What follows belongs to an exercise in optimizing a design on an open flow for small area and a short achievable clock period; a production flow would make more cautious choices. In this exercise RTL edits were held to simulation tests only and were not proved equivalent to the original. The clock port is modelled as an ideal driver, which makes a skipped or thinned clock tree look cheaper than it is; a real chip needs a root buffer or a tree. No activity file was given, so power comes from the tool's default toggle rates.

== job 7022 ==
==> flow/design.v (excerpt) <==
module axis_fifo
#(
    parameter DATA_WIDTH  = 32,  
    parameter FIFO_DEPTH  = 32   
)
(
    input  logic                      clk_i,
    input  logic                      arstn_i,
    input  logic [DATA_WIDTH   - 1:0] s_axis_tdata_i,
    input  logic                      s_axis_tvalid_i,
    input  logic                      s_axis_tlast_i,
    input  logic [DATA_WIDTH/8 - 1:0] s_axis_tuser_i,
    input  logic [DATA_WIDTH/8 - 1:0] s_axis_tkeep_i,
    output logic                      s_axis_tready_o,
    input  logic                      m_axis_tready_i,
    output logic [DATA_WIDTH   - 1:0] m_axis_tdata_o,
    output logic                      m_axis_tvalid_o,
    output logic                      m_axis_tlast_o
    ,
    output logic [DATA_WIDTH/8 - 1:0] m_axis_tuser_o
    ,
    output logic [DATA_WIDTH/8 - 1:0] m_axis_tkeep_o
);
Settings: LEC_CHECK=0, CAP_MARGIN=20, CORE_MARGIN=2, CORE_UTILIZATION=65, CTS_CLUSTER_DIAMETER=60, CTS_CLUSTER_SIZE=30, PLACE_DENSITY=0.75, SETUP_SLACK_MARGIN=4.4, SLEW_MARGIN=20; clock period 6.5 ns.
standard.sh (not shown) runs the stock make flow with config.mk's settings and CLKGATE_MAP_FILE= SYNTH_SCRIPT=/design/flow/synth_recipe.tcl, a recipe that flattens the netlist after the stock synthesis.
==> flow/flow/run.sh <==
#!/bin/bash
set -euo pipefail
work=$(pwd)
bash standard.sh \
  "PRE_CTS_TCL=$work/flow/pre_cts.tcl" \
  "CTS_ARGS=-sink_clustering_enable -repair_clock_nets -dont_use_dummy_load -sink_clustering_size 30 -sink_clustering_max_diameter 60" \
  "BUFFER_PORTS_ARGS=-buffer_cell sky130_fd_sc_hd__buf_4" \
  finish > "$work/standard.log" 2>&1
Other scripts of this flow, unchanged in this note and not shown: flow/flow/pre_cts.tcl
For job 2542, these inputs were changed with respect to job 7022:
- SETUP_SLACK_MARGIN: 4.4 -> 4.2
Notes after the runs:
- The global-route usage of job 2542 is lower than that of job 7022.
- Comparing the two runs side by side, job 2542 comes out ahead of job 7022 on first-pass GRT wire length.
- Multi-input gate share of total cell area (job 2542 over job 7022): increase, 1.0 points
- NOTE: routed wire length in job 2542 falls short of that of job 7022
The following lists how job 6481 was set up differently from job 2542:
- GPL_ROUTABILITY_DRIVEN newly set to 0
diff --git a/flow/flow/run.sh b/flow/flow/run.sh
--- a/flow/flow/run.sh
+++ b/flow/flow/run.sh
@@ -4,2 +4,3 @@
 bash standard.sh \
+  "PRE_DETAIL_PLACE_TCL=$work/flow/pre_detail_place.tcl" \
   "PRE_CTS_TCL=$work/flow/pre_cts.tcl" \
==> flow/flow/pre_detail_place.tcl (new file) <==
# Sourced by ORFS's detail_place.tcl before detailed placement
# (PRE_DETAIL_PLACE_TCL). buffer_ports puts each output port's buffer at the
# port, so the register behind it drives the whole wire to the die edge.
# Moving the buffer next to the cell that drives it (detailed placement then
# legalizes it) leaves the register a short net and lets the buffer drive
# the long wire instead.

proc move_output_buffers { } {
  set block [ord::get_db_block]
  set n 0
  foreach bt [$block getBTerms] {
    if {[$bt getIoType] ne "OUTPUT"} continue
    set net [$bt getNet]
    if {$net eq "NULL"} continue
    set buf ""
    foreach it [$net getITerms] {
      if {[$it isOutputSignal]} { set buf [$it getInst] }
    }
    if {$buf eq ""} continue
    set drv ""
    foreach it [$buf getITerms] {
      if {[$it isInputSignal] && [$it getNet] ne "NULL"} {
        foreach jt [[$it getNet] getITerms] {
          if {[$jt isOutputSignal]} { set drv [$jt getInst] }
        }
      }
    }
    if {$drv eq ""} continue
    set loc [$drv getLocation]
    $buf setLocation [lindex $loc 0] [lindex $loc 1]
    incr n
  }
  puts "move_output_buffers: moved $n output buffers next to their drivers"
}

move_output_buffers
[summary]
- Job 6481 | stages: all done | timing, DRC, antenna: all pass
- Fraction of power consumed by the clock network: job 6481 > job 2542
- On job 6481: share of post-route cells with drive strength above 1 is 0.20 points lower than what job 2542 gave.
- Job 6481 ends up with a setup slack of the critical path after layout that is 0.058 ns higher than in job 2542.
- | minimum period implied by the final worst setup slack | job 6481 vs job 2542 | 0.058 ns lower |
What job 1717 does differently from job 6481 at the input level:
- a change of SETUP_SLACK_MARGIN from 4.2 to 4.12
- a deleted GPL_ROUTABILITY_DRIVEN that had been 0
==> comparison <==
- Relative to job 6481, clock network fraction of total power has increased by 0.4 points in job 1717.
- In job 1717, the global-route wire length before repair came out 2.1% below the value in job 6481.
- Job 1717 vs. job 6481: register-to-register path setup slack went down by 0.09 ns.
- Job 6481 reports its timing startpoint of the critical path as head_q[0]$_DFFE_PN0P_ while job 1717 reports s_axis_tvalid_i.
Modified inputs, job 9971 compared to job 1717
- SETUP_SLACK_MARGIN now 4.35, was 4.12
### Flow results
- Going from job 1717 to job 9971, worst slack at placement saw a decrease; proportion of total power due to net switching saw an increase; number of buffers inserted by post-CTS setup repair saw an increase.
- Job 1717 → job 9971: portion of total power attributed to combinational logic barely changed; total power stayed essentially flat.
The following lists how job 7975 was set up differently from job 9971:
- SETUP_SLACK_MARGIN now 4.2, was 4.35
==> flow/flow/run.sh <==
#!/bin/bash
set -euo pipefail
work=$(pwd)
bash standard.sh \
  "PRE_DETAIL_PLACE_TCL=$work/flow/pre_detail_place.tcl" \
  "PRE_CTS_TCL=$work/flow/pre_cts.tcl" \
  "CTS_ARGS=-sink_clustering_enable -repair_clock_nets -dont_use_dummy_load -sink_clustering_size 30 -sink_clustering_max_diameter 120" \
  "BUFFER_PORTS_ARGS=-buffer_cell sky130_fd_sc_hd__buf_4" \
  finish > "$work/standard.log" 2>&1
Results
Job 9971 → job 7975: number of enable flip-flop cells after synthesis roughly the same; highest cell delay on the worst timing path up 0.08 ns; routed wire length went down by 7.0%.
Job 7975 ran to completion and came out clean on the timing, design-rule and antenna checks.
Between job 7975 and job 9971, the difference in sequential power is negligible.
For pin count of the biggest net entering global routing, dividing the value from job 7975 by the value from job 9971 gives 1.5.
In the flow results for job 7975 and job 9971, the clock power share is smaller on job 7975.
Of the two values seen for cell at the slowest stage of the critical path, sky130_fd_sc_hd__dfrtp_1 was produced by job 9971 and sky130_fd_sc_hd__buf_16 by job 7975.
Job 7975 vs. job 9971: met1 track utilization from global routing lost 0.15 points; net total in the final layout lost 1.6%.

separate check: timing with driven ports:
No port has a modelled driver above. Below, the same layouts with a new extraction and two added sets of constraints. Step 1, drivers: a clkbuf_16 drives clk_i and a buf_2 each remaining input, both assumed. Step 2, shift: input delay + t, output delay - t, t = (earliest + latest rising clock arrival at the registers) / 2. This alone moves slack from input paths to output paths. a / b / c = no drivers / after step 1 / after step 2; a / b = the first two.
| run | t, ns | setup slack, ns | worst setup path after step 2 |
|---|---|---|---|
| job 7022 | 0.621 | 4.086 / 3.943 / 3.870 | input to register |
| job 2542 | 0.615 | 4.086 / 3.940 / 3.701 | input to register |
| job 6481 | 0.609 | 4.143 / 4.001 / 3.738 | input to register |
| job 1717 | 0.608 | 4.081 / 3.991 / 3.591 | input to register |
| job 9971 | 0.617 | 4.148 / 4.005 / 3.816 | input to register |
| job 7975 | 0.583 | 4.040 / 4.040 / 3.576 | input to register |
After both steps setup and hold are still met in every run listed. The setup slack of job 1717, which loses most, moves by -0.090 ns with the drivers and by -0.490 ns with both steps.
